From an optimization exercise on the open Yosys and OpenROAD flow, aimed at small area and a short achievable clock period; shortcuts taken in it are not production practice.
At most, simulation tests tie the RTL to the original design; equivalence was not proved.
Function not checked in runs 1, 7 and 8: the RTL went through the layout flow alone.
Power is estimated from default activity; no workload was simulated.

<file path="flow/design.v">
module fadd_sub(
  input  logic        clk_i,
  input  logic [31:0] operand_a,
  input  logic [31:0] operand_b,
  output logic [31:0] result_o
);
  wire        sa = operand_a[31], sb = operand_b[31];
  wire [7:0]  fa = operand_a[30:23], fb = operand_b[30:23];
  wire        za = (fa == 8'd0), zb = (fb == 8'd0);    
  wire [7:0]  ea1 = {fa[7:1], fa[0] | za};             
  wire [7:0]  eb1 = {fb[7:1], fb[0] | zb};
  wire [23:0] ma = {~za, operand_a[22:0]};
  wire [23:0] mb = {~zb, operand_b[22:0]};
  wire [7:0]  ea = {fa[7:1], fa[0] | (za & (operand_a[22:0] != 23'd0))};
  wire [7:0]  eb = {fb[7:1], fb[0] | (zb & (operand_b[22:0] != 23'd0))};
  wire [7:0]  xp = ea1 ^ ~eb1;
  wire [7:0]  xg = ea1 & ~eb1;
  wire eg0 = xg[1] | (xp[1] & xg[0]);
  wire ep0 = xp[1] & xp[0];
  wire eg1 = xg[3] | (xp[3] & xg[2]);
  wire ep1 = xp[3] & xp[2];
  wire eg2 = xg[5] | (xp[5] & xg[4]);
  wire ep2 = xp[5] & xp[4];
  wire eg3 = xg[7] | (xp[7] & xg[6]);
  wire ep3 = xp[7] & xp[6];
  wire eg4 = xg[2] | (xp[2] & eg0);
  wire ep4 = xp[2] & ep0;
  wire eg5 = eg1 | (ep1 & eg0);
  wire ep5 = ep1 & ep0;
  wire eg6 = xg[6] | (xp[6] & eg2);
  wire ep6 = xp[6] & ep2;
  wire eg7 = eg3 | (ep3 & eg2);
  wire ep7 = ep3 & ep2;
  wire eg8 = xg[4] | (xp[4] & eg5);
  wire ep8 = xp[4] & ep5;
  wire eg9 = eg2 | (ep2 & eg5);
  wire ep9 = ep2 & ep5;
  wire eg10 = eg6 | (ep6 & eg5);
  wire ep10 = ep6 & ep5;
  wire eg11 = eg7 | (ep7 & eg5);
  wire ep11 = ep7 & ep5;
  wire [7:0]  gE = {eg11, eg10, eg9, eg8, eg5, eg4, eg0, xg[0]};
  wire [7:0]  pE;
  assign pE[0] = xp[0];
  assign pE[1] = pE[0] & xp[1];
  assign pE[2] = pE[1] & xp[2];
  assign pE[3] = pE[2] & xp[3];
  assign pE[4] = pE[3] & xp[4];
  assign pE[5] = pE[4] & xp[5];
  assign pE[6] = pE[5] & xp[6];
  assign pE[7] = pE[6] & xp[7];
  wire        a_exp_gt = gE[7];
  wire        b_exp_gt = ~gE[7] & ~pE[7];
  wire [7:0]  d;
  assign d[0] = a_exp_gt ? ~xp[0] : ~xp[0];
  assign d[1] = a_exp_gt ? (xp[1] ^ (gE[0] | pE[0])) : ~(xp[1] ^ gE[0]);
  assign d[2] = a_exp_gt ? (xp[2] ^ (gE[1] | pE[1])) : ~(xp[2] ^ gE[1]);
  assign d[3] = a_exp_gt ? (xp[3] ^ (gE[2] | pE[2])) : ~(xp[3] ^ gE[2]);
  assign d[4] = a_exp_gt ? (xp[4] ^ (gE[3] | pE[3])) : ~(xp[4] ^ gE[3]);
  assign d[5] = a_exp_gt ? (xp[5] ^ (gE[4] | pE[4])) : ~(xp[5] ^ gE[4]);
  assign d[6] = a_exp_gt ? (xp[6] ^ (gE[5] | pE[5])) : ~(xp[6] ^ gE[5]);
  assign d[7] = a_exp_gt ? (xp[7] ^ (gE[6] | pE[6])) : ~(xp[7] ^ gE[6]);
  wire        m_gt = ma > mb;
  wire        a_gt_b = a_exp_gt | (~b_exp_gt & m_gt);      
  wire        zero = (d[7:5] != 3'd0);                      
  wire        sub = sa ^ sb;
  wire [23:0] m_big   = a_gt_b ? ma : mb;
  wire [23:0] m_small = a_gt_b ? mb : ma;
  wire [23:0] sh1 = d[0] ? {1'b0, m_small[23:1]} : m_small;
  wire [23:0] sh2 = d[1] ? {2'b0, sh1[23:2]} : sh1;
  wire [23:0] sh4 = d[2] ? {4'b0, sh2[23:4]} : sh2;
  wire [23:0] sh8 = d[3] ? {8'b0, sh4[23:8]} : sh4;
  wire [23:0] sh16 = d[4] ? {16'b0, sh8[23:16]} : sh8;
  wire [23:0] y = (zero ? 24'd0 : sh16) ^ {24{sub}};
  logic        r_sign, r_sub;
  logic [7:0]  r_exp;
  logic [23:0] r_x, r_y;
  always_ff @(posedge clk_i) begin
    r_sign <= a_gt_b ? sa : sb;
    r_sub  <= sub;
    r_exp  <= a_gt_b ? ea : eb;
    r_x    <= m_big;
    r_y    <= y;
  end
  wire [24:0] p = {r_x ^ r_y, 1'b0};
  wire [24:0] g = {r_x & r_y, r_sub};
  wire [24:0] s;    
  wire cg12 = g[1] | (p[1] & g[0]);
  wire cp12 = p[1] & p[0];
  wire cg13 = g[3] | (p[3] & g[2]);
  wire cp13 = p[3] & p[2];
  wire cg14 = g[5] | (p[5] & g[4]);
  wire cp14 = p[5] & p[4];
  wire cg15 = g[7] | (p[7] & g[6]);
  wire cp15 = p[7] & p[6];
  wire cg16 = g[9] | (p[9] & g[8]);
  wire cp16 = p[9] & p[8];
  wire cg17 = g[11] | (p[11] & g[10]);
  wire cp17 = p[11] & p[10];
  wire cg18 = g[13] | (p[13] & g[12]);
  wire cp18 = p[13] & p[12];
  wire cg19 = g[15] | (p[15] & g[14]);
  wire cp19 = p[15] & p[14];
  wire cg20 = g[17] | (p[17] & g[16]);
  wire cp20 = p[17] & p[16];
  wire cg21 = g[19] | (p[19] & g[18]);
  wire cp21 = p[19] & p[18];
  wire cg22 = g[21] | (p[21] & g[20]);
  wire cp22 = p[21] & p[20];
  wire cg23 = g[23] | (p[23] & g[22]);
  wire cp23 = p[23] & p[22];
  wire cg24 = g[2] | (p[2] & cg12);
  wire cp24 = p[2] & cp12;
  wire cg25 = cg13 | (cp13 & cg12);
  wire cp25 = cp13 & cp12;
  wire cg26 = g[6] | (p[6] & cg14);
  wire cp26 = p[6] & cp14;
  wire cg27 = cg15 | (cp15 & cg14);
  wire cp27 = cp15 & cp14;
  wire cg28 = g[10] | (p[10] & cg16);
  wire cp28 = p[10] & cp16;
  wire cg29 = cg17 | (cp17 & cg16);
  wire cp29 = cp17 & cp16;
  wire cg30 = g[14] | (p[14] & cg18);
  wire cp30 = p[14] & cp18;
  wire cg31 = cg19 | (cp19 & cg18);
  wire cp31 = cp19 & cp18;
  wire cg32 = g[18] | (p[18] & cg20);
  wire cp32 = p[18] & cp20;
  wire cg33 = cg21 | (cp21 & cg20);
  wire cp33 = cp21 & cp20;
  wire cg34 = g[22] | (p[22] & cg22);
  wire cp34 = p[22] & cp22;
  wire cg35 = cg23 | (cp23 & cg22);
  wire cp35 = cp23 & cp22;
  wire cg36 = g[4] | (p[4] & cg25);
  wire cp36 = p[4] & cp25;
  wire cg37 = cg14 | (cp14 & cg25);
  wire cp37 = cp14 & cp25;
  wire cg38 = cg26 | (cp26 & cg25);
  wire cp38 = cp26 & cp25;
  wire cg39 = cg27 | (cp27 & cg25);
  wire cp39 = cp27 & cp25;
  wire cg40 = g[12] | (p[12] & cg29);
  wire cp40 = p[12] & cp29;
  wire cg41 = cg18 | (cp18 & cg29);
  wire cp41 = cp18 & cp29;
  wire cg42 = cg30 | (cp30 & cg29);
  wire cp42 = cp30 & cp29;
  wire cg43 = cg31 | (cp31 & cg29);
  wire cp43 = cp31 & cp29;
  wire cg44 = g[20] | (p[20] & cg33);
  wire cp44 = p[20] & cp33;
  wire cg45 = cg22 | (cp22 & cg33);
  wire cp45 = cp22 & cp33;
  wire cg46 = cg34 | (cp34 & cg33);
  wire cp46 = cp34 & cp33;
  wire cg47 = cg35 | (cp35 & cg33);
  wire cp47 = cp35 & cp33;
  wire cg48 = g[8] | (p[8] & cg39);
  wire cp48 = p[8] & cp39;
  wire cg49 = cg16 | (cp16 & cg39);
  wire cp49 = cp16 & cp39;
  wire cg50 = cg28 | (cp28 & cg39);
  wire cp50 = cp28 & cp39;
  wire cg51 = cg29 | (cp29 & cg39);
  wire cp51 = cp29 & cp39;
  wire cg52 = cg40 | (cp40 & cg39);
  wire cp52 = cp40 & cp39;
  wire cg53 = cg41 | (cp41 & cg39);
  wire cp53 = cp41 & cp39;
  wire cg54 = cg42 | (cp42 & cg39);
  wire cp54 = cp42 & cp39;
  wire cg55 = cg43 | (cp43 & cg39);
  wire cp55 = cp43 & cp39;
  wire cg56 = g[24] | (p[24] & cg47);
  wire cp56 = p[24] & cp47;
  wire cg57 = g[16] | (p[16] & cg55);
  wire cp57 = p[16] & cp55;
  wire cg58 = cg20 | (cp20 & cg55);
  wire cp58 = cp20 & cp55;
  wire cg59 = cg32 | (cp32 & cg55);
  wire cp59 = cp32 & cp55;
  wire cg60 = cg33 | (cp33 & cg55);
  wire cp60 = cp33 & cp55;
  wire cg61 = cg44 | (cp44 & cg55);
  wire cp61 = cp44 & cp55;
  wire cg62 = cg45 | (cp45 & cg55);
  wire cp62 = cp45 & cp55;
  wire cg63 = cg46 | (cp46 & cg55);
  wire cp63 = cp46 & cp55;
  wire cg64 = cg47 | (cp47 & cg55);
  wire cp64 = cp47 & cp55;
  wire cg65 = cg56 | (cp56 & cg55);
  wire cp65 = cp56 & cp55;
  assign s[0] = p[1] ^ g[0];
  assign s[1] = p[2] ^ cg12;
  assign s[2] = p[3] ^ cg24;
  assign s[3] = p[4] ^ cg25;
  assign s[4] = p[5] ^ cg36;
  assign s[5] = p[6] ^ cg37;
  assign s[6] = p[7] ^ cg38;
  assign s[7] = p[8] ^ cg39;
  assign s[8] = p[9] ^ cg48;
  assign s[9] = p[10] ^ cg49;
  assign s[10] = p[11] ^ cg50;
  assign s[11] = p[12] ^ cg51;
  assign s[12] = p[13] ^ cg52;
  assign s[13] = p[14] ^ cg53;
  assign s[14] = p[15] ^ cg54;
  assign s[15] = p[16] ^ cg55;
  assign s[16] = p[17] ^ cg57;
  assign s[17] = p[18] ^ cg58;
  assign s[18] = p[19] ^ cg59;
  assign s[19] = p[20] ^ cg60;
  assign s[20] = p[21] ^ cg61;
  assign s[21] = p[22] ^ cg62;
  assign s[22] = p[23] ^ cg63;
  assign s[23] = p[24] ^ cg64;
  assign s[24] = cg65;
  wire        norm = s[24] & ~r_sub;    
  assign result_o = {r_sign,
                     norm ? r_exp + 8'd1 : r_exp,
                     norm ? s[23:1] : s[22:0]};
endmodule
</file>
<file path="flow/flow/run.sh">
#!/bin/bash
# Own layout flow: the standard ORFS flow (standard.sh), with these changes:
#  - ports are buffered with sky130_fd_sc_hd__buf_1 (which repair may upsize)
#    instead of the clkdlybuf4s50_1 that buffer_ports picks by default;
#  - repair_timing aims for a setup slack margin of MARGIN ns (flow/margin);
#  - if flow/abc.script exists, synthesis is the standard synthesis script
#    with that ABC script for the combinational mapping (flow/my_synth.tcl);
#    flip-flops are mapped before ABC runs, so registers are unchanged;
#  - any extra ORFS variables listed in flow/env (KEY=VALUE lines).
# Every tool's output goes to the ORFS logs under orfs/logs, and make's own
# output to standard.log in this folder.
set -euo pipefail
MARGIN=$(cat flow/margin 2>/dev/null || echo 5)
export BUFFER_PORTS_ARGS="-buffer_cell sky130_fd_sc_hd__buf_1"
if [[ -f flow/env ]]; then set -a; source flow/env; set +a; fi
EXTRA=()
if [[ -f flow/abc.script ]]; then
  export MY_ABC_SCRIPT="$PWD/flow/abc.script"
  EXTRA+=("SYNTH_SCRIPT=$PWD/flow/my_synth.tcl")
fi
bash standard.sh "${EXTRA[@]}" SETUP_SLACK_MARGIN=$MARGIN finish > standard.log 2>&1
</file>
<file path="flow/flow/env">
CTS_ARGS="-sink_clustering_enable -repair_clock_nets -dont_use_dummy_load -buf_list sky130_fd_sc_hd__clkbuf_8"
</file>
<file path="flow/flow/margin">

</file>
<file path="flow/standard.sh">
#!/bin/bash
# synth_recipe.tcl (not shown) runs the flow's synth.tcl, then flattens the netlist and writes it again
# the make line also repeats each setting of config.mk as NAME=value (left out here)
make -C /OpenROAD-flow-scripts/flow DESIGN_CONFIG=/design/flow/config.mk WORK_HOME=/design/flow/orfs CLKGATE_MAP_FILE= SYNTH_SCRIPT=/design/flow/synth_recipe.tcl "${@:-finish}"
</file>
<file path="flow/config.mk">
export PLATFORM = sky130hd
export DESIGN_NAME = fadd_sub
export DESIGN_NICKNAME = fadd_sub
export VERILOG_FILES = /design/flow/design.v
export SDC_FILE = /design/flow/constraint.sdc
export NUM_CORES = 4
export LEC_CHECK = 0
export CAP_MARGIN = 20
export CORE_MARGIN = 2
export CORE_UTILIZATION = 40
export SLEW_MARGIN = 20
</file>
<file path="flow/constraint.sdc">
create_clock -name core_clock -period 12.0 [get_ports {clk_i}]
set_input_delay 2.4000 -clock core_clock [delete_from_list [all_inputs] [get_ports {clk_i}]]
set_output_delay 2.4000 -clock core_clock [all_outputs]
set_load 0.01 [all_outputs]
</file>
==> flow_summary.toml, run 1 <==
[outcome]
status = "timing/DRC/antenna clean"

[global_route]
grt_pass1_vias = 5419
grt_usage_pct = 21.0
antenna_found_initial = 0
overflow = 0
grt_max_degree = 79
grt_pass1_wl_um = 29200

[clock_network]
cts-root-buf = "clkbuf_8"
clock_sinks = 58
hold_buffers = 0
post_cts_buffers = 0
cts_buffers = 9
clk_pin_slew_ns = 0.06
cts_tree = "done"
cts_htree_levels = 3
cts.repair.resized = 0
cts_buffer_depth = 2

[timing]
fin_crit_sh_pct = 59.3
setup_ws_ns = 4.88
rsz0062_at_grt = "false"
hold_violations = 0
slew_headroom_pct = 33.5
drv_slew = 0
max_freq_ghz = 0.140
setup_viol = 0
setup_tns_ns = 0
finalCriticalPeriod_ns = 7.12
worst_pin_slew_ns = 0.998

[placed_design]
place_ws_ns = 4.72
port_buffers = 96
gp_congestion = 0.886
hpwl_um = 15200

[pwr]
p_int_uw = 564
combPwrFrac_pct = 64.1
switchingPower_uw = 462
p_leak_nw = 2.95
clkPwrFrac_pct = 12.2
power_frac_seq_pct = 23.7
peakVddDrop_uv = 55.5
powerDensity_nw_per_um2 = 144
swShare_pct = 45.0
finalPower_mw = 1.03

[floorplan]
die_h_um = 131
pin_count = 97
rows = 46
core_area_sq_um = 15900
dieArea_sq_um = 17300
dieWidth_um = 131
start_util_pct = 40.9

[route]
drc_errors = 0
vias = 5937
wirelength_um = 18500
drt_iter0_drc = 405
firstDrtPassIters = 5
ant_nets = 0
wl_per_cell_um = 17.4
viasPerCell = 5.56

[worst_setup_path]
end_kind = "output port"
path_max_fanout = 17
critPathKind = "flop to output port"
start_kind = "flop"
cp_data_required_time_ns = 9.60
arrival_ns = 4.72

[logic_synthesis]
synth-edff-count = 0
avgSynthCellArea_sq_um = 8.37
synth_most_common_cell = "nand2_1"
ys_warn_count = 1
syn_area_sq_um = 6500
netlist_instances = 776
async_flop_share_pct = 0
synth_commonest_cells = "nand2_1, mux2i_1, dfxtp_1, ha_1, inv_1"
syn_nets = 906
yosys.area.top_type_share_pct = 17.9
synth.area.top_cells = "dfxtp_1, ha_1, mux2i_1"
synth_flop_cell = "dfxtp_1"
seq_area_frac_synth_pct = 17.9
yosysUniqueCellTypes = 80
ys_ff_latch = 58
synth_area_leader_cell = "dfxtp_1"

[layout]
layout.nets = 984
n_antenna_cell = 0
drive_gt1_share_pct = 8.69
final_util_pct = 44.9
syn_to_final_growth_pct = 9.69

[min_path]
hold_path_class = "input pin to flop"

[run]
cap_viol_max_count = 0
## worst paths after layout
| check | startpoint | to | slack, ns | cells after the start |
|---|---|---|---|---|
| worst max-delay path | r_sub | result_o[30] | 4.88 | 15 |
| worst min-delay path | operand_b[31] | r_sign | 2.35 | 2 |
## power by group through the flow
stage / Combinational [mW] / Sequential (mW) / Clock, mW
CTS: 0.655 / 0.243 / 0.130
global route: 0.727 / 0.246 / 0.139
floorplan: 0.495 / 0.242 / 0
detailed placement: 0.652 / 0.247 / 0
global placement: 0.650 / 0.247 / 0
finish: 0.658 / 0.243 / 0.125
## registers in the layout, summed over array words and instances (netlist names)
name	cells
r_x	24
r_y	24
r_exp	8
r_sign	1
r_sub	1
## per-stage QoR
step | hold slack (ns) | cell area (sq um) | instances
6_report | 2.35 | 7130 | 1068
5_1_grt | 2.34 | 7130 | 1068
4_1_cts | 2.33 | 7130 | 1068
3_5_place_dp | 2.68 | 7000 | 1059
3_3_place_gp | 2.69 | 7000 | 1059
2_1_floorplan | 2.51 | 6500 | 776
## layout make-up
type	instances	area, sq um
sequential	58	1160
tap	216	270
clock buffer	9	124
multi-input combinational	628	4950
inverter	54	203
timing repair buffer	103	413
fill	1633	8760
## logic make-up after synthesis
family	count (synthesis)	synth area share [%]
flops	58	17.9
compound gates	172	18.1
simple gates	241	18.3
buf+inv	90	6.26
mux	101	19.4
xor+xnor	49	6.61
fa+ha+maj	65	13.4
## routing by layer
layer | vias to the layer above | wire [um] | global-route usage, %
met3 | 22 | 1080 | 3.05
li1 | 2985 | - | -
met4 | 0 | 316 | 5.98
met2 | 204 | 7930 | 32.2
met5 | - | 0 | 0
met1 | 2726 | 9210 | 30.5
## worst max-delay path: stages (launching register included)
cell,delay (ns)
dfxtp_1,0.43
inv_1,0.13
fa_1,0.45
nor2b_1,0.11
o21ai_0,0.13
a2111oi_0,0.49
nor2_1,0.15
a21boi_0,0.35
o21ai_0,0.25
a21oi_1,0.23
nor2_1,0.16
o31ai_4,0.67
buf_4,0.32
and4_1,0.22
xor2_1,0.14
buf_1,0.16
## cells in the final DEF (no fill, tap or decap), types with 36 or more instances in the layout
cell,instances
a21oi_1,36
nand2_1,83
mux2i_1,59
xnor2_1,39
ha_1,57
dfxtp_1,58
o21ai_0,45
nor2_1,50
inv_1,53
buf_1,96
==> run 2: changes to the inputs <==
--- a/flow/design.v
+++ b/flow/design.v
@@ -15,4 +15,4 @@
   wire [7:0]  eb = {fb[7:1], fb[0] | (zb & (operand_b[22:0] != 23'd0))};
-  wire [7:0]  xp = ea1 ^ ~eb1;
-  wire [7:0]  xg = ea1 & ~eb1;
+  wire [7:0]  xp = fa ^ ~fb;
+  wire [7:0]  xg = fa & ~fb;
   wire eg0 = xg[1] | (xp[1] & xg[0]);
@@ -51,15 +51,62 @@
   assign pE[7] = pE[6] & xp[7];
-  wire        a_exp_gt = gE[7];
-  wire        b_exp_gt = ~gE[7] & ~pE[7];
-  wire [7:0]  d;
-  assign d[0] = a_exp_gt ? ~xp[0] : ~xp[0];
-  assign d[1] = a_exp_gt ? (xp[1] ^ (gE[0] | pE[0])) : ~(xp[1] ^ gE[0]);
-  assign d[2] = a_exp_gt ? (xp[2] ^ (gE[1] | pE[1])) : ~(xp[2] ^ gE[1]);
-  assign d[3] = a_exp_gt ? (xp[3] ^ (gE[2] | pE[2])) : ~(xp[3] ^ gE[2]);
-  assign d[4] = a_exp_gt ? (xp[4] ^ (gE[3] | pE[3])) : ~(xp[4] ^ gE[3]);
-  assign d[5] = a_exp_gt ? (xp[5] ^ (gE[4] | pE[4])) : ~(xp[5] ^ gE[4]);
-  assign d[6] = a_exp_gt ? (xp[6] ^ (gE[5] | pE[5])) : ~(xp[6] ^ gE[5]);
-  assign d[7] = a_exp_gt ? (xp[7] ^ (gE[6] | pE[6])) : ~(xp[7] ^ gE[6]);
-  wire        m_gt = ma > mb;
-  wire        a_gt_b = a_exp_gt | (~b_exp_gt & m_gt);      
+  wire        a_exp_gt = gE[7];               
+  wire        exp_eq = pE[7];                 
+  wire [7:0]  d;                              
+  wire        corr = za ^ zb;
+  assign d[0] = a_exp_gt ? (xp[0] ^ ~corr) : ~(xp[0] ^ corr);
+  assign d[1] = a_exp_gt ? (xp[1] ^ (gE[0] | (pE[0] & ~corr))) : ~(xp[1] ^ (gE[0] | (pE[0] & corr)));
+  assign d[2] = a_exp_gt ? (xp[2] ^ (gE[1] | (pE[1] & ~corr))) : ~(xp[2] ^ (gE[1] | (pE[1] & corr)));
+  assign d[3] = a_exp_gt ? (xp[3] ^ (gE[2] | (pE[2] & ~corr))) : ~(xp[3] ^ (gE[2] | (pE[2] & corr)));
+  assign d[4] = a_exp_gt ? (xp[4] ^ (gE[3] | (pE[3] & ~corr))) : ~(xp[4] ^ (gE[3] | (pE[3] & corr)));
+  assign d[5] = a_exp_gt ? (xp[5] ^ (gE[4] | (pE[4] & ~corr))) : ~(xp[5] ^ (gE[4] | (pE[4] & corr)));
+  assign d[6] = a_exp_gt ? (xp[6] ^ (gE[5] | (pE[5] & ~corr))) : ~(xp[6] ^ (gE[5] | (pE[5] & corr)));
+  assign d[7] = a_exp_gt ? (xp[7] ^ (gE[6] | (pE[6] & ~corr))) : ~(xp[7] ^ (gE[6] | (pE[6] & corr)));
+  wire [23:0] ma_s = ma, mb_s = mb;
+  wire [22:0] cg = operand_a[22:0] & ~operand_b[22:0];
+  wire [22:0] cp = operand_a[22:0] | ~operand_b[22:0];
+  wire fcg0 = cg[1] | (cp[1] & cg[0]);
+  wire fcp0 = cp[1] & cp[0];
+  wire fcg1 = cg[3] | (cp[3] & cg[2]);
+  wire fcp1 = cp[3] & cp[2];
+  wire fcg2 = cg[5] | (cp[5] & cg[4]);
+  wire fcp2 = cp[5] & cp[4];
+  wire fcg3 = cg[7] | (cp[7] & cg[6]);
+  wire fcp3 = cp[7] & cp[6];
+  wire fcg4 = cg[9] | (cp[9] & cg[8]);
+  wire fcp4 = cp[9] & cp[8];
+  wire fcg5 = cg[11] | (cp[11] & cg[10]);
+  wire fcp5 = cp[11] & cp[10];
+  wire fcg6 = cg[13] | (cp[13] & cg[12]);
+  wire fcp6 = cp[13] & cp[12];
+  wire fcg7 = cg[15] | (cp[15] & cg[14]);
+  wire fcp7 = cp[15] & cp[14];
+  wire fcg8 = cg[17] | (cp[17] & cg[16]);
+  wire fcp8 = cp[17] & cp[16];
+  wire fcg9 = cg[19] | (cp[19] & cg[18]);
+  wire fcp9 = cp[19] & cp[18];
+  wire fcg10 = cg[21] | (cp[21] & cg[20]);
+  wire fcp10 = cp[21] & cp[20];
+  wire fcg11 = fcg1 | (fcp1 & fcg0);
+  wire fcp11 = fcp1 & fcp0;
+  wire fcg12 = fcg3 | (fcp3 & fcg2);
+  wire fcp12 = fcp3 & fcp2;
+  wire fcg13 = fcg5 | (fcp5 & fcg4);
+  wire fcp13 = fcp5 & fcp4;
+  wire fcg14 = fcg7 | (fcp7 & fcg6);
+  wire fcp14 = fcp7 & fcp6;
+  wire fcg15 = fcg9 | (fcp9 & fcg8);
+  wire fcp15 = fcp9 & fcp8;
+  wire fcg16 = cg[22] | (cp[22] & fcg10);
+  wire fcp16 = cp[22] & fcp10;
+  wire fcg17 = fcg12 | (fcp12 & fcg11);
+  wire fcp17 = fcp12 & fcp11;
+  wire fcg18 = fcg14 | (fcp14 & fcg13);
+  wire fcp18 = fcp14 & fcp13;
+  wire fcg19 = fcg16 | (fcp16 & fcg15);
+  wire fcp19 = fcp16 & fcp15;
+  wire fcg20 = fcg18 | (fcp18 & fcg17);
+  wire fcp20 = fcp18 & fcp17;
+  wire fcg21 = fcg19 | (fcp19 & fcg20);
+  wire        f_gt = fcg21;    
+  wire        a_gt_b = a_exp_gt | (exp_eq & f_gt);
   wire        zero = (d[7:5] != 3'd0);                      
@@ -67,3 +114,3 @@
   wire [23:0] m_big   = a_gt_b ? ma : mb;
-  wire [23:0] m_small = a_gt_b ? mb : ma;
+  wire [23:0] m_small = a_gt_b ? mb_s : ma_s;
   wire [23:0] sh1 = d[0] ? {1'b0, m_small[23:1]} : m_small;
==> flow/flow/abc.script (new file) <==
strash
dch
map -B 0.9 -D 4000
topo
stime -c
buffer -c
upsize -c -D 4000
dnsize -c -D 4000
==> flow/flow/margin (replaced) <==
6.3
==> flow/flow/my_synth.tcl (new file) <==
# The standard synthesis script (synth_recipe.tcl), except that Yosys's abc
# step runs the ABC script named by MY_ABC_SCRIPT instead of ORFS's.
proc synth {args} { yosys synth -nofsm -noshare {*}$args }
proc abc {args} {
  set i [lsearch -exact $args -script]
  if {$i >= 0 && [info exists ::env(MY_ABC_SCRIPT)] && $::env(MY_ABC_SCRIPT) ne ""} {
    lset args [expr {$i + 1}] $::env(MY_ABC_SCRIPT)
  }
  yosys abc {*}$args
}
source $::env(SCRIPTS_DIR)/synth.tcl
# left out here: clear keep_hierarchy, flatten, clean up, hide names made inside functions, write 1_2_yosys.v
--- a/flow/config.mk
+++ b/flow/config.mk
@@ -7,2 +7,3 @@
 export LEC_CHECK = 0
+export ABC_AREA = 1
 export CAP_MARGIN = 20
==> run 2 against run 1 <==
Compared with the run above:
- setup slack improved by 1.5 ns
- critical path depth up 7
- routed wire length up 8.6%
- non-clock buffer count increased by 38
- sequential cell count did not move
- via count grew 12%
- cell count is 16% higher
- clock power is 5% higher
- utilization up 5.8 points
- critical path type unchanged
- largest power group unchanged
- highest routed layer unchanged
==> flow_summary.toml, run 2 <==
[outcome]
status = "timing/DRC/antenna clean"

[min_path]
hold_path_class = "input pin to flop"
min_from = "operand_a[31]"
hold_end = "r_sign"
hold_depth = 3

[pwr]
peakVddDrop_uv = 54.1
combPwrFrac_pct = 66.4
p_int_uw = 574
p_leak_nw = 3.42
switchingPower_uw = 536
swShare_pct = 48.3
powerDensity_nw_per_um2 = 159
clkPwrFrac_pct = 11.8
power_frac_seq_pct = 21.8

[route]
ant_nets = 0
drc_errors = 0
wirelength_um = 20100
drt_iter0_drc = 798
vias = 6658
viasPerCell = 5.36
firstDrtPassIters = 8
wl_per_cell_um = 16.2

[timing]
hold_violations = 0
max_freq_ghz = 0.178
slew_headroom_pct = 53.4
hold_ws_ns = 2.31
fin_crit_sh_pct = 46.8
drv_slew = 0
setup_tns_ns = 0
finalCriticalPeriod_ns = 5.62
rsz0062_at_grt = "true"
worst_pin_slew_ns = 0.692
setup_viol = 0

[clock_network]
cts-root-buf = "clkbuf_8"
cts_buffer_depth = 2
cts_htree_levels = 3
hold_buffers = 0
clk_pin_slew_ns = 0.06
cts_buffers = 9
cts_tree = "done"
clock_sinks = 58

[global_route]
grt_max_degree = 53
antenna_found_initial = 0
grt_pass1_wl_um = 30900
grt_usage_pct = 26.8
grt_pass1_vias = 5963
overflow = 0

[run]
cap_viol_max_count = 0

[worst_setup_path]
start_kind = "flop"
path_max_fanout = 7
arrival_ns = 3.22
cp_data_required_time_ns = 9.60
end_kind = "output port"
critPathKind = "flop to output port"

[logic_synthesis]
async_flop_share_pct = 0
ys_warn_count = 1
yosysUniqueCellTypes = 31
avgSynthCellArea_sq_um = 5.98
synth.area.top_cells = "dfxtp_1, nand2_1, nand3_1"
syn_area_sq_um = 5650
seq_area_frac_synth_pct = 20.6
synth-edff-count = 0
synth_commonest_cells = "nand2_1, nand3_1, inv_1, o21ai_0, dfxtp_1"
synth_flop_cell = "dfxtp_1"
synth_most_common_cell = "nand2_1"
synth_area_leader_cell = "dfxtp_1"
yosys.area.top_type_share_pct = 20.6
ys_ff_latch = 58
syn_nets = 1048
netlist_instances = 944

[layout]
n_antenna_cell = 0
fill_cells = 1472
syn_to_final_growth_pct = 24.0
mostFrequentLayoutCells = "nand2_1, nand3_1, inv_1"
reg_top3 = "r_x (24), r_y (24), r_exp (8)"
drive_gt1_share_pct = 12.4
layout.nets = 1169
final_common_cell = "nand2_1"

[floorplan]
rows = 43
pin_count = 97
core_area_sq_um = 13800
dieArea_sq_um = 15100
die_h_um = 123
dieWidth_um = 123
start_util_pct = 40.8

[placed_design]
port_buffers = 96
gp_congestion = 0.941
hpwl_um = 14900
==> run 2: layer usage <==
metal	vias to the layer above	global-route usage [%]	wire [um]
met5	-	0	0
met2	292	40.5	8920
met3	36	4.37	1420
met4	0	9.27	544
met1	2968	38.2	9260
li1	3362	-	-
==> run 2: repair_timing <==
action | 4_1_cts | 5_1_grt
endpoints found under the setup margin | 55 | 55
pin swaps | 11 | 15
resized for setup | 83 | 32
setup buffers | 12 | 23
cloned | 7 | 4
==> run 2: logic make-up after synthesis <==
group	share of synthesized area, %
simple gates	40.4
compound gates	12.3
xor+xnor	8.07
mux	0.177
fa+ha+maj	9.57
flops	20.6
buf+inv	8.84
==> run 2: worst max-delay path by stage <==
stage                     startpoint           end  slack, ns  depth (start not counted)
after floorplan                r_sub  result_o[14]       6.39                         18
after global placement         r_sub  result_o[27]       5.06                         20
after detailed placement       r_sub  result_o[27]       5.03                         20
after CTS                     r_y[0]   result_o[3]       6.24                         22
after global routing           r_sub   result_o[7]       6.20                         22
final                          r_sub  result_o[13]       6.38                         22
==> run 2: area by class of cell <==
class | instances | area [sq um] | area share, %
Multi-Input combinational cell | 756 | 4190 | 59.9
Timing Repair inverter | 4 | 27.5 | 0.393
Tap cell | 180 | 225 | 3.22
Sequential cell | 58 | 1160 | 16.6
Inverter | 95 | 383 | 5.47
Timing Repair Buffer | 141 | 886 | 12.7
Clock buffer | 9 | 124 | 1.77
==> run 2: stage by stage <==
step	std cells	utilization (%)	worst slack, ns	area, sq um	total power [mW]
final	1243	50.6	6.38	7000	1.11
after global routing	1243	50.6	6.20	7000	1.21
after CTS	1216	48.1	6.24	6650	1.05
after detailed placement	1188	44.3	5.03	6130	0.836
after global placement	1188	44.3	5.06	6130	0.836
after floorplan	944	-	6.39	5650	0.672
==> run 2: power by group through the flow <==
stage | logic [mW] | registers [mW] | clock network (mW)
global placement | 0.591 | 0.246 | 0
floorplan | 0.431 | 0.240 | 0
global route | 0.825 | 0.245 | 0.144
finish | 0.737 | 0.242 | 0.131
CTS | 0.669 | 0.242 | 0.138
detailed placement | 0.590 | 0.246 | 0
==> run 2: worst max-delay path, cell delays in order (launching register included) <==
cell        delay, ns
dfxtp_2          0.32
inv_2            0.04
fa_2             0.37
inv_2            0.07
nand3_2          0.06
nand2_2          0.10
nand2_2          0.05
nand2_2          0.06
nand2_2          0.06
a21oi_4          0.17
a21oi_2          0.09
o21ai_2          0.23
a21boi_2         0.11
o21ai_2          0.16
a21o_1           0.16
nand2_2          0.09
buf_12           0.15
clkinvlp_4       0.10
buf_12           0.11
buf_16           0.11
nand2_2          0.04
o21ai_1          0.06
buf_2            0.14
==> run 3: changes to the inputs <==
==> flow/flow/env (replaced) <==
CTS_ARGS="-sink_clustering_enable -repair_clock_nets -dont_use_dummy_load -buf_list sky130_fd_sc_hd__clkbuf_8"
ADDER_MAP_FILE=
==> run 3 against run 2 <==
Compared with the run above:
- still clean on timing, DRC and antenna
- sequential cell count is the same
- fmax grew 3.3%
- die area grew 0.32%
- clock power shrank 4%
- highest routed layer unchanged
==> flow_summary.toml, run 3 <==
[layout]
reg_top3 = "r_x (24), r_y (24), r_exp (8)"
mostFrequentLayoutCells = "nand2_1, nand3_1, inv_1"
n_antenna_cell = 0
final_common_cell = "nand2_1"
layout.nets = 1188
seqCellArea_sq_um = 1160
fill_cells = 1586
multi_input_area_sq_um = 4010
fin_area_sq_um = 6570
drive_gt1_share_pct = 5.17
fin_cells = 1301
syn_to_final_growth_pct = 16.0

[logic_synthesis]
synth_area_leader_cell = "dfxtp_1"
avgSynthCellArea_sq_um = 5.48
syn_nets = 1099
yosysUniqueCellTypes = 33
synth_most_common_cell = "nand2_1"
seq_area_frac_synth_pct = 20.5
ys_ff_latch = 58
synth-edff-count = 0
synth_flop_cell = "dfxtp_1"
syn_area_sq_um = 5660
netlist_instances = 1034
ys_warn_count = 1
yosys.area.top_type_share_pct = 20.5
synth.area.top_cells = "dfxtp_1, nand2_1, nand3_1"
synth_commonest_cells = "nand2_1, nand3_1, inv_1, nor2_1, o21ai_0"
async_flop_share_pct = 0

[global_route]
grt_pass1_wl_um = 28900
grt_max_degree = 67
antenna_found_initial = 0
grt_usage_pct = 24.1
overflow = 0
grt_pass1_vias = 5766

[worst_setup_path]
arrival_ns = 3.04
crit_slowest_cell = "dfxtp_1"
crit_end = "result_o[22]"
crit_chain = "inv_1, nand2_1, a21boi_1, o21ai_1, nor2_1, nor2_2, nand2_1, nand2_2, nand2_1, nand2_2, a21oi_4, inv_1, a21oi_4, o21bai_4, nand2_8, clkinvlp_4, o21ai_0, buf_1"
cp_common_cell = "nand2_1"
cpPeakStageDelay_ns = 0.34
cp_data_required_time_ns = 9.60
end_kind = "output port"
critPathKind = "flop to output port"
path_max_fanout = 13
start_kind = "flop"
startpoint = "r_y[0]"

[route]
vias = 6783
drt_iter0_drc = 836
viasPerCell = 5.21
drc_errors = 0
ant_nets = 0
wirelength_um = 18400
wl_per_cell_um = 14.2
firstDrtPassIters = 7

[timing]
max_freq_ghz = 0.184
rsz0062_at_grt = "false"
drv_slew = 0
fin_crit_sh_pct = 45.3
slew_headroom_pct = 54.3
worst_pin_slew_ns = 0.685
setup_viol = 0
finalCriticalPeriod_ns = 5.44
hold_violations = 0
setup_tns_ns = 0

[clock_network]
cts_buffers = 9
cts-root-buf = "clkbuf_8"
clk_pin_slew_ns = 0.06
hold_buffers = 0
cts_buffer_depth = 2
cts_tree = "done"
cts_htree_levels = 3
clock_sinks = 58

[floorplan]
rows = 43
start_util_pct = 40.8
pin_count = 97
dieArea_sq_um = 15100
core_area_sq_um = 13900
die_h_um = 123
dieWidth_um = 123

[run]
cap_viol_max_count = 0

[pwr]
p_leak_nw = 3.27
powerDensity_nw_per_um2 = 146
peakVddDrop_uv = 45.9

[placed_design]
hpwl_um = 14200
place_area_sq_um = 6150
port_buffers = 96
placed_cells = 1278
gp_congestion = 0.976

[min_path]
hold_path_class = "input pin to flop"

[outcome]
status = "timing/DRC/antenna clean"
[run 3: report_power, final]
group / internal (mW) / total, mW / leakage (nW) / switching (mW)
clock network: 0.0661 / 0.126 / 0.0647 / 0.0597
registers: 0.226 / 0.246 / 0.489 / 0.0201
logic: 0.201 / 0.590 / 2.71 / 0.389
[run 3: repair_timing]
item | 4_1_cts | 5_1_grt
pin swaps | 1 | 6
gates resized for setup | 24 | 25
setup buffers | 2 | 6
gates cloned | 3 | 3
endpoints found under the setup margin | 54 | 46
[run 3: through the flow]
stage | power, mW | utilization (%) | hold slack, ns | setup slack, ns
floorplan | 0.652 | - | 2.51 | 6.85
global placement | 0.791 | 44.3 | 2.66 | 5.25
detailed placement | 0.791 | 44.3 | 2.67 | 5.04
CTS | 0.937 | 46.1 | 2.33 | 6.29
global route | 1.06 | 47.3 | 2.38 | 6.28
finish | 0.962 | 47.3 | 2.34 | 6.56
[run 3: worst min-delay path by stage]
stage,from,endpoint,depth (start not counted)
after floorplan,operand_a[24],r_exp[1],2
after global placement,operand_a[19],r_x[19],3
after detailed placement,operand_a[19],r_x[19],3
after CTS,operand_a[19],r_x[19],3
after global routing,operand_a[19],r_x[19],3
final,operand_a[19],r_x[19],3
[run 3: cell families (layout without fill, tap and decap cells)]
family | after synthesis | in the layout | synth area share, %
buf+inv | 172 | 257 | 11.5
xor+xnor | 56 | 56 | 8.66
flops | 58 | 58 | 20.5
compound gates | 140 | 140 | 13.4
simple gates | 605 | 607 | 45.4
mux | 3 | 3 | 0.552
[run 3: area by class of cell]
type | instances | share of cell area, %
timing repair buffer | 109 | 7.62
clock buffer | 9 | 1.89
sequential | 58 | 17.7
multi-input combinational | 806 | 61.0
inverter | 136 | 8.04
timing repair inverter | 3 | 0.343
tap | 180 | 3.43
[run 3: per-layer routing]
metal	routed length (um)	global-route usage, %	share of wire, %
met1	8500	34.9	46
met2	8350	38.2	45
met3	1300	2.68	7.1
met4	267	5.75	1.4
met5	0	0	0
[run 3: worst max-delay path: cells and delay by family (launching register included)]
kind,cells,cell delay (ns)
AOI/OAI and AO/OA,6,1.12
buffers and inverters,4,0.52
DFF,1,0.34
and+or+nand+nor,8,0.71
==> run 4: changes to the inputs <==
==> flow/flow/margin (replaced) <==
6.4
==> run 4 against run 3 <==
Compared with the run above:
- via count shrank 0.18%
- combinational power rose by 3%
- critical path type unchanged
- cell count rose by 0.46%
- critical path depth did not move
- routed wire length is 0.84% higher
- sequential share of layout area shrank 0.19 points
- synthesized cell count unchanged
- clock power about the same
- sequential cell count is the same
- utilization is 0.52 points higher
==> flow_summary.toml, run 4 <==
[outcome]
status = "timing/DRC/antenna clean"

[logic_synthesis]
syn_nets = 1099
synth-edff-count = 0
seq_area_frac_synth_pct = 20.5
synth_area_leader_cell = "dfxtp_1"
async_flop_share_pct = 0
yosysUniqueCellTypes = 33
synth.area.top_cells = "dfxtp_1, nand2_1, nand3_1"
ys_warn_count = 1
ys_ff_latch = 58
avgSynthCellArea_sq_um = 5.48
synth_flop_cell = "dfxtp_1"
netlist_instances = 1034
synth_commonest_cells = "nand2_1, nand3_1, inv_1, nor2_1, o21ai_0"
synth_most_common_cell = "nand2_1"
syn_area_sq_um = 5660
yosys.area.top_type_share_pct = 20.5

[clock_network]
cts_buffer_depth = 2
clock_sinks = 58
cts-root-buf = "clkbuf_8"
clk_pin_slew_ns = 0.06
cts_buffers = 9
hold_buffers = 0
cts_tree = "done"
cts_htree_levels = 3

[timing]
slew_headroom_pct = 54.4
max_freq_ghz = 0.186
finalCriticalPeriod_ns = 5.37
rsz0062_at_grt = "true"
drv_slew = 0
worst_pin_slew_ns = 0.683
hold_violations = 0
setup_tns_ns = 0
setup_ws_ns = 6.63
setup_viol = 0
fin_crit_sh_pct = 44.8

[run]
cap_viol_max_count = 0

[global_route]
overflow = 0
antenna_found_initial = 0
grt_usage_pct = 24.3
grt_max_degree = 67
grt_pass1_vias = 5824
grt_pass1_wl_um = 29100

[floorplan]
dieArea_sq_um = 15100
rows = 43
die_h_um = 123
dieWidth_um = 123
core_area_sq_um = 13900
pin_count = 97
start_util_pct = 40.8

[worst_setup_path]
crit_end = "result_o[30]"
end_kind = "output port"
critPathKind = "flop to output port"
path_max_fanout = 6
startpoint = "r_y[0]"
arrival_ns = 2.97
cp_data_required_time_ns = 9.60
start_kind = "flop"

[min_path]
hold_path_class = "input pin to flop"
min_from = "operand_a[19]"

[route]
drc_errors = 0
drt_iter0_drc = 801
ant_nets = 0
viasPerCell = 5.18
firstDrtPassIters = 6
wl_met2_um = 8530
wl_per_cell_um = 14.2
wl_met3_um = 1320
drt-met1-wl_um = 8510
vias = 6771
wirelength_um = 18600
highest_layer = "met4"

[pwr]
powerDensity_nw_per_um2 = 147
p_leak_nw = 3.31
peakVddDrop_uv = 46.3

[placed_design]
place_ws_ns = 5.04
hpwl_um = 14200
port_buffers = 96
gp_congestion = 0.976

[layout]
reg_top3 = "r_x (24), r_y (24), r_exp (8)"
final_util_pct = 47.8
final_common_cell = "nand2_1"
mostFrequentLayoutCells = "nand2_1, nand3_1, inv_1"
syn_to_final_growth_pct = 17.3
drive_gt1_share_pct = 6.57
layout.nets = 1194
n_antenna_cell = 0
==> run 4: power breakdown <==
| group | leakage (nW) | total (mW) | switching (mW) | internal, mW |
|---|---|---|---|---|
| logic | 2.76 | 0.605 | 0.395 | 0.210 |
| registers | 0.489 | 0.246 | 0.0203 | 0.226 |
| clock network | 0.0647 | 0.126 | 0.0602 | 0.0662 |
| total | 3.31 | 0.977 | 0.475 | 0.502 |
==> run 4: how the worst min path moves through the flow <==
stage,to,slack (ns),depth (start not counted)
detailed placement,r_x[19],2.67,3
global route,r_x[19],2.38,3
CTS,r_x[19],2.33,3
finish,r_x[19],2.33,3
floorplan,r_exp[1],2.51,2
global placement,r_x[19],2.66,3
==> run 4: metrics by stage <==
stage	hold slack [ns]	instances	power [mW]	cell area, sq um
floorplan	2.51	1034	0.652	5660
global placement	2.66	1278	0.791	6150
detailed placement	2.67	1278	0.791	6150
CTS	2.33	1294	0.943	6440
global route	2.38	1307	1.07	6640
finish	2.33	1307	0.977	6640
==> run 4: timing repair <==
item,CTS,global route
cloned,4,2
endpoints found under the setup margin,55,54
resized for setup,32,30
buffers inserted,3,11
pin swaps,3,8
==> run 4: critical path, cell delays in order (launching register included) <==
cell      delay, ns
dfxtp_1        0.39
nand2_1        0.08
a21boi_2       0.18
o21ai_2        0.19
nor2_2         0.05
nor2_2         0.13
nand2_1        0.08
nand2_2        0.09
nand2_1        0.06
nand2_2        0.10
a21oi_4        0.08
inv_1          0.11
a21oi_4        0.10
o21bai_4       0.23
nand4_1        0.18
nor2_2         0.19
nand3_1        0.10
xnor2_1        0.14
clkbuf_2       0.15
==> run 4: layout make-up <==
cell class                 count  area (sq um)
fill                        1590          7240
multi-input combinational    806          4030
sequential                    58          1160
timing repair buffer         115           551
inverter                     136           532
tap                          180           225
clock buffer                   9           124
timing repair inverter         3          22.5
==> run 4: per-layer routing <==
metal / global-route usage [%] / vias up
li1: - / 3534
met1: 35.5 / 2977
met2: 38.6 / 243
met5: 0 / -
met4: 5.61 / 0
met3: 2.08 / 17
==> run 4: cells by family (layout without fill, tap and decap cells) <==
group | Yosys count | in the layout | share of synthesized area, %
AND/OR/NAND/NOR | 605 | 607 | 45.4
buffers and inverters | 172 | 263 | 11.5
AO/OA/AOI/OAI | 140 | 140 | 13.4
flip-flops | 58 | 58 | 20.5
XOR/XNOR | 56 | 56 | 8.66
multiplexers | 3 | 3 | 0.552
==> run 5: changes to the inputs <==
==> flow/flow/margin (replaced) <==
6.1
==> run 5 against run 4 <==
Compared with the run above:
- sequential power barely moved
- clock power about the same
- critical path depth unchanged
- setup slack worse by 0.28 ns
- via count about the same
- utilization shrank 0.99 points
- area after synthesis stayed put
- count of clock-buffer cells in the layout unchanged
- critical endpoint is now result_o[22]
- still clean
- sequential cell count stayed put
- global-route usage decreased by 0.52 points
- critical path type unchanged
==> flow_summary.toml, run 5 <==
[global_route]
overflow = 0
antenna_found_initial = 0
grt_usage_pct = 23.7
grt_max_degree = 67
grt_pass1_vias = 5732
grt_pass1_wl_um = 28600

[layout]
drive_gt1_share_pct = 4.21
syn_to_final_growth_pct = 14.8
reg_top3 = "r_x (24), r_y (24), r_exp (8)"
mostFrequentLayoutCells = "nand2_1, nand3_1, inv_1"
n_antenna_cell = 0
layout.nets = 1184
fill_cells = 1590
final_common_cell = "nand2_1"

[outcome]
status = "timing/DRC/antenna clean"

[route]
viasPerCell = 5.22
wl_per_cell_um = 14.1
drt_iter0_drc = 795
ant_nets = 0
firstDrtPassIters = 6
wirelength_um = 18300
vias = 6768
drc_errors = 0

[logic_synthesis]
seq_area_frac_synth_pct = 20.5
synth_area_leader_cell = "dfxtp_1"
avgSynthCellArea_sq_um = 5.48
yosys.area.top_type_share_pct = 20.5
yosysUniqueCellTypes = 33
async_flop_share_pct = 0
synth-edff-count = 0
synth.area.top_cells = "dfxtp_1, nand2_1, nand3_1"
synth_flop_cell = "dfxtp_1"
netlist_instances = 1034
synth_commonest_cells = "nand2_1, nand3_1, inv_1, nor2_1, o21ai_0"
synth_most_common_cell = "nand2_1"
ys_ff_latch = 58
syn_nets = 1099
ys_warn_count = 1
syn_area_sq_um = 5660

[clock_network]
cts_htree_levels = 3
cts_tree = "done"
hold_buffers = 0
cts-root-buf = "clkbuf_8"
clock_sinks = 58
clk_pin_slew_ns = 0.06
cts_buffer_depth = 2
cts_buffers = 9

[worst_setup_path]
critPathKind = "flop to output port"
cp_common_cell = "nand2_1"
path_max_fanout = 13
crit_family = "compound AO/OA/AOI/OAI gates"
end_kind = "output port"
arrival_ns = 3.25
cp_data_required_time_ns = 9.60
critPathBufInv = 4
crit_chain = "inv_1, nand2_1, a21boi_0, o21ai_1, nor2_1, nor2_1, nand2_1, nand2_1, nand2_1, nand2_1, a21oi_4, inv_1, a21oi_4, o21bai_4, nand2_4, clkinvlp_4, o21ai_0, buf_1"
crit_slowest_cell = "dfxtp_1"
start_kind = "flop"
cpPeakStageDelay_ns = 0.34

[placed_design]
hpwl_um = 14200
gp_congestion = 0.976
port_buffers = 96
place_ws_ns = 5.04

[floorplan]
rows = 43
dieWidth_um = 123
pin_count = 97
die_h_um = 123
dieArea_sq_um = 15100
start_util_pct = 40.8
core_area_sq_um = 13900

[timing]
finalCriticalPeriod_ns = 5.65
setup_viol = 0
drv_slew = 0
setup_ws_ns = 6.35
fin_crit_sh_pct = 47.1
worst_pin_slew_ns = 0.684
hold_violations = 0
setup_tns_ns = 0
max_freq_ghz = 0.177
slew_headroom_pct = 54.4
rsz0062_at_grt = "true"

[min_path]
hold_path_class = "input pin to flop"

[run]
cap_viol_max_count = 0

[pwr]
powerDensity_nw_per_um2 = 147
peakVddDrop_uv = 45.7
p_leak_nw = 3.24
## run 5: worst paths after layout
check	from	to	slack, ns	cells past startpoint
max	r_y[0]	result_o[22]	6.35	18
min	operand_a[19]	r_x[19]	2.33	3
## run 5: where the power goes
group	internal [mW]	switching, mW	leakage (nW)
clock network	0.0662	0.0599	0.0647
logic	0.196	0.386	2.68
registers	0.226	0.0202	0.489
total	0.488	0.466	3.24
## run 5: what timing repair did
item                       4_1_cts  5_1_grt
gates resized for setup         13       26
setup endpoints to repair       51       54
gates cloned                     2        3
pin swaps                        0        3
buffers inserted                 2        3
## run 5: layout make-up
cell class	instances	area, sq um	area share [%]
multi-input cells	805	3970	61.0
flip-flops and latches	58	1160	17.9
inverters	136	531	8.16
repair buffers	106	473	7.27
well taps	180	225	3.46
clock buffers	9	124	1.90
repair inverters	3	22.5	0.346
## run 5: kinds of logic (layout without fill, tap and decap cells)
logic type / count (synthesis) / count (layout) / synth area share [%]
flops: 58 / 58 / 20.5
xor+xnor: 56 / 56 / 8.66
mux: 3 / 3 / 0.552
compound gates: 140 / 140 / 13.4
simple gates: 605 / 606 / 45.4
buf+inv: 172 / 254 / 11.5
## run 5: layer usage
layer	global-route usage, %	wire (um)
met1	34.8	8460
met2	37.3	8330
met3	2.54	1260
met4	5.68	233
met5	0	0
## run 5: stage by stage
stage	area [sq um]	utilization, %	power (mW)	cells	hold slack [ns]
2_1_floorplan	5660	-	0.652	1034	2.51
3_3_place_gp	6150	44.3	0.791	1278	2.66
3_5_place_dp	6150	44.3	0.791	1278	2.67
4_1_cts	6340	45.7	0.927	1291	2.33
5_1_grt	6500	46.9	1.05	1297	2.38
6_report	6500	46.9	0.954	1297	2.33
==> run 6: changes to the inputs <==
==> flow/flow/abc.script (replaced) <==
strash
dch
map -B 0.9 -D 3500
topo
stime -c
buffer -c
upsize -c -D 3500
dnsize -c -D 3500
==> flow/flow/margin (replaced) <==
6.3
==> run 6 against run 5 <==
Compared with the run above:
- non-clock buffer count grew 5
- sequential power is essentially flat
- synthesized cell count grew 8.0%
- routed wire length grew 9.1%
- utilization is essentially flat
- critical path type is now input pin to flop
- clock power is essentially flat
==> flow_summary.toml, run 6 <==
[timing]
slew_headroom_pct = 25.2
finalCriticalPeriod_ns = 5.45
setup_ws_ns = 6.55
setup_tns_ns = 0
max_freq_ghz = 0.183
worst_pin_slew_ns = 1.12
setup_viol = 0
rsz0062_at_grt = "false"
drv_slew = 0
hold_violations = 0
fin_crit_sh_pct = 45.4

[route]
firstDrtPassIters = 5
vias = 7198
drc_errors = 0
viasPerCell = 5.22
wirelength_um = 20000
ant_nets = 0
drt_iter0_drc = 770
wl_per_cell_um = 14.5

[clock_network]
clock_sinks = 58
cts_htree_levels = 3
clk_pin_slew_ns = 0.06
cts_buffers = 9
cts_tree = "done"
hold_buffers = 0
cts-root-buf = "clkbuf_8"
cts_buffer_depth = 2

[global_route]
antenna_found_initial = 0
grt_pass1_wl_um = 31400
overflow = 0
grt_max_degree = 86
grt_usage_pct = 24.2
grt_pass1_vias = 6062

[logic_synthesis]
synth_commonest_cells = "nand2_1, nand3_1, inv_1, nor2_1, o21ai_0"
syn_area_sq_um = 5960
yosys.area.top_type_share_pct = 21.4
yosysUniqueCellTypes = 29
ys_warn_count = 1
syn_nets = 1182
netlist_instances = 1117
ys_ff_latch = 58
synth_area_leader_cell = "nand2_1"
async_flop_share_pct = 0
synth_flop_cell = "dfxtp_1"
synth_most_common_cell = "nand2_1"
avgSynthCellArea_sq_um = 5.34
synth-edff-count = 0
seq_area_frac_synth_pct = 19.5
synth.area.top_cells = "nand2_1, dfxtp_1, nand3_1"

[floorplan]
rows = 44
dieWidth_um = 126
pin_count = 97
die_h_um = 126
core_area_sq_um = 14500
start_util_pct = 41.0
dieArea_sq_um = 15900

[placed_design]
place_area_sq_um = 6420
hpwl_um = 15500
place_ws_ns = 5.21
gp_congestion = 0.963
port_buffers = 96

[worst_setup_path]
start_kind = "input pin"
arrival_ns = 5.68
cp_data_required_time_ns = 12.23
end_kind = "flop"
path_max_fanout = 12
critPathKind = "input pin to flop"

[layout]
final_util_pct = 46.9
mostFrequentLayoutCells = "nand2_1, nand3_1, inv_1"
syn_to_final_growth_pct = 14.3
drive_gt1_share_pct = 5.02
n_antenna_cell = 0
layout.nets = 1263
reg_top3 = "r_x (24), r_y (24), r_exp (8)"
fin_area_sq_um = 6810
final_common_cell = "nand2_1"

[pwr]
p_leak_nw = 3.46
peakVddDrop_uv = 49.8
finalPower_uw = 983
powerDensity_nw_per_um2 = 144

[min_path]
hold_path_class = "input pin to flop"

[run]
cap_viol_max_count = 0

[outcome]
status = "timing/DRC/antenna clean"
run 6: what timing repair did:
action | 4_1_cts | 5_1_grt
pin swaps | 0 | 2
setup buffers | 2 | 8
gates cloned | 3 | 2
setup endpoints to repair | 45 | 46
gates resized for setup | 17 | 28
run 6: worst paths after layout:
check,startpoint,end,depth (start not counted)
max,operand_a[29],r_y[15],16
min,operand_a[9],r_x[9],3
run 6: metrics by stage:
step,hold slack (ns),std cells
after floorplan,2.51,1117
after global placement,2.69,1356
after global routing,2.36,1380
after CTS,2.33,1370
final,2.34,1380
after detailed placement,2.68,1356
run 6: area by class of cell:
type | instances | area [sq um]
timing repair inverter | 4 | 30.0
sequential | 58 | 1160
clock buffer | 9 | 124
inverter | 134 | 520
tap | 184 | 230
multi-input combinational | 880 | 4230
fill | 1666 | 7720
timing repair buffer | 111 | 519
run 6: logic make-up (layout without fill, tap and decap cells):
group                     count (synthesis)  count (layout)  synth area share, %
AOI/OAI and AO/OA                       126             126                 11.2
xor gates and xnor gates                 52              52                 7.64
buffers and inverters                   179             258                 11.3
DFF                                      58              58                 19.5
muxes                                     1               1                0.189
and+or+nand+nor                         701             701                 50.2
run 6: metal layers:
layer  global-route usage, %  wire length (um)  up-vias
li1                        -                 -     3764
met1                    37.3              9890     3147
met2                    35.6              8420      262
met3                    3.02              1340       25
met4                    5.75               310        0
met5                       0                 0        -
run 6: critical path: stages:
cell      delay (ns)
buf_1           0.23
inv_1           0.10
nand4_1         0.12
nor2_1          0.07
or2_2           0.35
nand2_1         0.23
inv_1           0.18
a21oi_1         0.18
xor2_1          0.16
nand2_1         0.07
nand2_1         0.36
clkinv_1        0.41
nand2_2         0.32
inv_1           0.17
nand3_1         0.12
xor2_1          0.20
run 6: power by group:
part | internal (mW) | switching [mW]
Sequential | 0.226 | 0.0207
Clock | 0.0663 | 0.0622
Combinational | 0.206 | 0.401
Total | 0.499 | 0.484
==> run 7: changes to the inputs <==
--- a/flow/design.v
+++ b/flow/design.v
@@ -123,3 +123,3 @@
   logic [7:0]  r_exp;
-  logic [23:0] r_x, r_y;
+  logic [23:0] r_p, r_g;
   always_ff @(posedge clk_i) begin
@@ -128,7 +128,7 @@
     r_exp  <= a_gt_b ? ea : eb;
-    r_x    <= m_big;
-    r_y    <= y;
+    r_p    <= m_big ^ y;
+    r_g    <= m_big & y;
   end
-  wire [24:0] p = {r_x ^ r_y, 1'b0};
-  wire [24:0] g = {r_x & r_y, r_sub};
+  wire [24:0] p = {r_p, 1'b0};
+  wire [24:0] g = {r_g, r_sub};
   wire [24:0] s;    
==> flow/flow/abc.script (replaced) <==
strash
dch
map -B 0.9 -D 4000
topo
stime -c
buffer -c
upsize -c -D 4000
dnsize -c -D 4000
==> flow/flow/env (replaced) <==
CTS_ARGS="-sink_clustering_enable -repair_clock_nets -dont_use_dummy_load -buf_list sky130_fd_sc_hd__clkbuf_8"
==> run 7 against run 6 <==
Compared with the run above:
- die area decreased by 5.5%
- first-iteration DRC count shrank 35%
- cell count decreased by 11%
- combinational power up 8.2%
- critical path type is now flop to output port
- highest routed layer unchanged
==> flow_summary.toml, run 7 <==
[pwr]
p_leak_nw = 3.22
powerDensity_nw_per_um2 = 155
peakVddDrop_uv = 43.0

[floorplan]
dieWidth_um = 123
die_h_um = 123
start_util_pct = 40.6
core_area_sq_um = 13800
dieArea_sq_um = 15000
pin_count = 97
rows = 43

[layout]
reg_top3 = "r_g (24), r_p (24), r_exp (8)"
layout.nets = 1152
drive_gt1_share_pct = 9.00
mostFrequentLayoutCells = "nand2_1, nand3_1, inv_1"
n_antenna_cell = 0
final_common_cell = "nand2_1"
syn_to_final_growth_pct = 21.3

[min_path]
hold_end = "r_exp[5]"
hold_path_class = "input pin to flop"
hold_depth = 3
min_from = "operand_a[28]"

[logic_synthesis]
synth_area_leader_cell = "dfxtp_1"
ys_warn_count = 1
avgSynthCellArea_sq_um = 5.92
synth.area.top_cells = "dfxtp_1, nand2_1, nand3_1"
netlist_instances = 950
syn_area_sq_um = 5620
seq_area_frac_synth_pct = 20.7
syn_nets = 1055
async_flop_share_pct = 0
synth_most_common_cell = "nand2_1"
yosysUniqueCellTypes = 31
synth-edff-count = 0
yosys.area.top_type_share_pct = 20.7
synth_flop_cell = "dfxtp_1"
synth_commonest_cells = "nand2_1, nand3_1, inv_1, o21ai_0, dfxtp_1"
ys_ff_latch = 58

[global_route]
grt_pass1_wl_um = 29300
antenna_found_initial = 0
grt_max_degree = 52
grt_pass1_vias = 5663
overflow = 0
grt_usage_pct = 24.9

[worst_setup_path]
critPathKind = "flop to output port"
cp_data_required_time_ns = 9.60
path_max_fanout = 4
end_kind = "output port"
start_kind = "flop"
arrival_ns = 3.10

[timing]
setup_tns_ns = 0
slew_headroom_pct = 54.5
drv_slew = 0
finalCriticalPeriod_ns = 5.50
setup_ws_ns = 6.50
worst_pin_slew_ns = 0.677
max_freq_ghz = 0.182
hold_violations = 0
fin_crit_sh_pct = 45.9
setup_viol = 0
rsz0062_at_grt = "true"

[clock_network]
clock_sinks = 58
cts_buffers = 9
cts-root-buf = "clkbuf_8"
cts_tree = "done"
cts_htree_levels = 3
cts_buffer_depth = 2
clk_pin_slew_ns = 0.05

[placed_design]
port_buffers = 96
hpwl_um = 14200
place_ws_ns = 4.48
gp_congestion = 0.999

[route]
wirelength_um = 18600
drt_iter0_drc = 499
wl_met2_um = 7990
drc_errors = 0
highest_layer = "met4"
firstDrtPassIters = 5
vias = 6518
viasPerCell = 5.32
wl_met3_um = 1180
ant_nets = 0
wl_per_cell_um = 15.2
drt-met1-wl_um = 8930

[outcome]
status = "timing/DRC/antenna clean"

[run]
cap_viol_max_count = 0
[run 7: cell count changes after synthesis, moves of 6 or more]
cell,change
nand2_1,-36
inv_1,-43
nand3_1,-83
o21ai_0,+13
ha_1,+38
nor2_1,-63
o211ai_1,+6
nor3_1,+6
buf_1,-8
[run 7: power by group]
| group | internal [mW] | switching, mW | leakage (nW) |
|---|---|---|---|
| Clock | 0.0663 | 0.0601 | 0.0647 |
| Sequential | 0.238 | 0.0315 | 0.487 |
| Combinational | 0.247 | 0.411 | 2.67 |
| Total | 0.552 | 0.502 | 3.22 |
[run 7: worst max-delay path, cell delays in order, from the launching register on]
cell and delay [ns]:
dfxtp_4 0.35, ha_1 0.13, inv_1 0.04, nand2_2 0.06
a21oi_1 0.06, o21bai_1 0.20, nand2_1 0.10, nand2_2 0.08
nand2_1 0.06, a21oi_2 0.17, a21oi_2 0.10, o21ai_2 0.16
nand2_1 0.08, nand2_2 0.08, inv_1 0.05, o21ai_2 0.16
nand2_2 0.09, a21oi_4 0.19, buf_4 0.16, clkbuf_16 0.13
xor2_1 0.16, buf_1 0.17
[run 7: final cells by class]
type | instances | area (sq um)
fill | 1499 | 7010
timing repair buffer | 123 | 737
multi-input combinational | 760 | 4170
clock buffer | 9 | 124
timing repair inverter | 2 | 15.0
sequential | 58 | 1160
tap | 180 | 225
inverter | 93 | 387
[run 7: cell families after synthesis]
kind of cell	share of synthesized area [%]
AO/OA/AOI/OAI	13.6
XOR/XNOR	7.64
adder cells (fa/ha/maj)	9.17
buffers and inverters	8.97
flip-flops	20.7
multiplexers	0.200
AND/OR/NAND/NOR	39.8
[run 7: layer usage]
metal	up-vias	global-route usage, %
li1	3326	-
met1	2920	36.8
met2	234	37.2
met3	38	2.74
met4	0	8.48
met5	-	0
[run 7: how the worst max path moves through the flow]
stage | to | slack [ns] | start
after floorplan | r_p[10] | 6.37 | operand_b[24]
after CTS | r_p[5] | 6.29 | operand_b[23]
after detailed placement | r_p[5] | 4.48 | operand_b[23]
final | result_o[23] | 6.50 | r_sub
after global routing | r_p[7] | 6.25 | operand_b[23]
after global placement | r_p[7] | 4.55 | operand_b[24]
[run 7: per-stage QoR]
step / std cells / util [%] / area, sq um / power [mW] / hold WS, ns
2_1_floorplan: 950 / - / 5620 / 0.680 / 2.51
3_3_place_gp: 1192 / 44.2 / 6110 / 0.845 / 2.73
3_5_place_dp: 1192 / 44.2 / 6110 / 0.843 / 2.73
4_1_cts: 1211 / 47.3 / 6540 / 1.02 / 2.39
5_1_grt: 1225 / 49.3 / 6820 / 1.16 / 2.42
6_report: 1225 / 49.3 / 6820 / 1.05 / 2.41
[run 7: repair_timing]
item                                    CTS  global route
gates resized for setup                  44            49
pin swaps                                 5            16
endpoints found under the setup margin   79            79
cloned                                    5             3
buffers inserted                          5            11
hold buffers                              0             0
==> run 8: changes to the inputs <==
==> flow/flow/env (replaced) <==
CTS_ARGS="-sink_clustering_enable -repair_clock_nets -dont_use_dummy_load -buf_list sky130_fd_sc_hd__clkbuf_8"
ADDER_MAP_FILE=
==> run 8 against run 7 <==
Compared with the run above:
- combinational power decreased by 7.8%
- count of clock-buffer cells in the layout unchanged
- fmax increased by 2.0%
- sequential share of layout area decreased by 0.54 points
- synthesized cell count increased by 15%
- first-iteration DRC count increased by 12%
- critical path depth increased by 3
- sequential cell count unchanged
- area after synthesis increased by 8.5%
- setup slack improved by 0.11 ns
- cell area increased by 2.9%
- sequential power decreased by 2%
==> flow_summary.toml, run 8 <==
[timing]
fin_crit_sh_pct = 45.0
worst_pin_slew_ns = 0.780
max_freq_ghz = 0.185
slew_headroom_pct = 47.5
hold_ws_ns = 2.37
hold_violations = 0
drv_slew = 0
finalCriticalPeriod_ns = 5.40
setup_viol = 0
rsz0062_at_grt = "false"
setup_ws_ns = 6.60
setup_tns_ns = 0

[clock_network]
clock_sinks = 58
hold_buffers = 0
cts_buffers = 9
cts_tree = "done"
clk_pin_slew_ns = 0.06
cts_htree_levels = 3
cts-root-buf = "clkbuf_8"
cts_buffer_depth = 2

[logic_synthesis]
seq_area_frac_synth_pct = 19.0
synth-edff-count = 0
yosys.area.top_type_share_pct = 19.7
netlist_instances = 1091
synth_flop_cell = "dfxtp_1"
yosysUniqueCellTypes = 34
synth_area_leader_cell = "nand3_1"
ys_ff_latch = 58
syn_nets = 1156
ys_warn_count = 1
avgSynthCellArea_sq_um = 5.59
synth_commonest_cells = "nand2_1, nand3_1, inv_1, nor2_1, o21ai_0"
synth_most_common_cell = "nand2_1"
synth.area.top_cells = "nand3_1, dfxtp_1, nand2_1"
async_flop_share_pct = 0
syn_area_sq_um = 6100

[route]
viasPerCell = 5.32
drc_errors = 0
firstDrtPassIters = 7
drt_iter0_drc = 558
wl_per_cell_um = 13.8
vias = 7224
ant_nets = 0
wirelength_um = 18700

[worst_setup_path]
crit_slowest_cell = "a21oi_1"
critPathKind = "input pin to flop"
start_kind = "input pin"
critPathBufInv = 4
end_kind = "flop"
crit_chain = "buf_1, inv_1, nand2_1, nand2_1, nor2_1, nand2_1, nor2_2, nand2_1, nor2_2, nand2_1, nor2_1, nand2_1, buf_6, nand2_8, buf_16, nand2_1, nand3_1, nand2_1, nand2_1, nand4_1, a21oi_1, nand3_1, nand3_1, nand2_1"
cpPeakStageDelay_ns = 0.38
path_depth = 24
crit_family = "simple AND/OR/NAND/NOR gates"
path_max_fanout = 31
arrival_ns = 5.62
cp_common_cell = "nand2_1"
cp_data_required_time_ns = 12.22

[layout]
fin_cells = 1357
drive_gt1_share_pct = 5.47
syn_to_final_growth_pct = 15.1
final_common_cell = "nand2_1"
n_antenna_cell = 0
reg_top3 = "r_g (24), r_p (24), r_exp (8)"
fin_area_sq_um = 7020
fill_cells = 1677
layout.nets = 1236
final_util_pct = 46.7
mostFrequentLayoutCells = "nand2_1, nand3_1, inv_1"

[global_route]
grt_usage_pct = 22.6
grt_pass1_wl_um = 30000
antenna_found_initial = 0
grt_max_degree = 38
grt_pass1_vias = 6247
overflow = 0

[placed_design]
place_area_sq_um = 6550
place_ws_ns = 5.31
port_buffers = 96
gp_congestion = 0.963
placed_cells = 1331
hpwl_um = 14400

[floorplan]
core_area_sq_um = 15000
dieWidth_um = 127
start_util_pct = 40.6
pin_count = 97
rows = 45
dieArea_sq_um = 16200
die_h_um = 127

[min_path]
hold_depth = 3
hold_path_class = "input pin to flop"

[pwr]
finalPower_uw = 997
peakVddDrop_uv = 45.3
powerDensity_nw_per_um2 = 142
p_leak_nw = 3.41

[run]
cap_viol_max_count = 0

[outcome]
status = "timing/DRC/antenna clean"
==> run 8: area by class of cell <==
class / count / area (sq um) / area share, %
Timing Repair Buffer: 114 / 567 / 8.08
Tap cell: 188 / 235 / 3.35
Inverter: 118 / 477 / 6.79
Timing Repair inverter: 2 / 15.0 / 0.214
Clock buffer: 9 / 124 / 1.77
Sequential cell: 58 / 1160 / 16.5
Multi-Input combinational cell: 868 / 4440 / 63.3
==> run 8: tightest hold or removal path: cells and delay by family <==
kind	cells	cell delay (ns)
simple gates	1	0.06
buf+inv	1	0.11
compound gates	1	0.08
==> run 8: path summary, 6_finish.rpt <==
path / startpoint / end / slack, ns
setup / recovery: operand_b[23] / r_p[4] / 6.60
hold / removal: operand_a[26] / r_exp[3] / 2.37
==> run 8: layer usage <==
| metal | up-vias | track usage, % | share of wire [%] | routed length [um] |
|---|---|---|---|---|
| li1 | 3748 | - | - | - |
| met1 | 3211 | 34.7 | 51 | 9460 |
| met2 | 242 | 33.3 | 42 | 7840 |
| met3 | 23 | 1.97 | 5.7 | 1060 |
| met4 | 0 | 7.05 | 1.8 | 328 |
| met5 | - | 0 | 0 | 0 |
==> run 8: kinds of logic (layout without fill, tap and decap cells) <==
| group | Yosys count | after routing | synth area share (%) |
|---|---|---|---|
| mux | 1 | 1 | 0.185 |
| fa+ha+maj | 1 | 1 | 0.164 |
| buf+inv | 167 | 243 | 10.4 |
| compound gates | 139 | 139 | 12.2 |
| simple gates | 661 | 663 | 47.0 |
| xor+xnor | 64 | 64 | 11.0 |
| flops | 58 | 58 | 19.0 |
==> run 8: where the power goes <==
part / switching, mW / leakage, nW / total [mW] / internal, mW
Combinational: 0.393 / 2.86 / 0.607 / 0.214
Sequential: 0.0294 / 0.487 / 0.264 / 0.234
Clock: 0.0597 / 0.0647 / 0.126 / 0.0661
==> run 8: repair_timing <==
item	in CTS	in global routing
gates resized for setup	24	28
buffers inserted	0	11
pin swaps	0	6
setup endpoints to repair	79	79
gates cloned	3	3
hold endpoints to repair	0	0

Re-timed with assumed drivers on the ports (clkbuf_16 on the clock, buf_2 on other inputs), run 8 has 6.579 ns of setup slack against 6.603 ns with ideal ports, and 6.257 ns once port delays also move by the mid clock arrival of 0.352 ns.
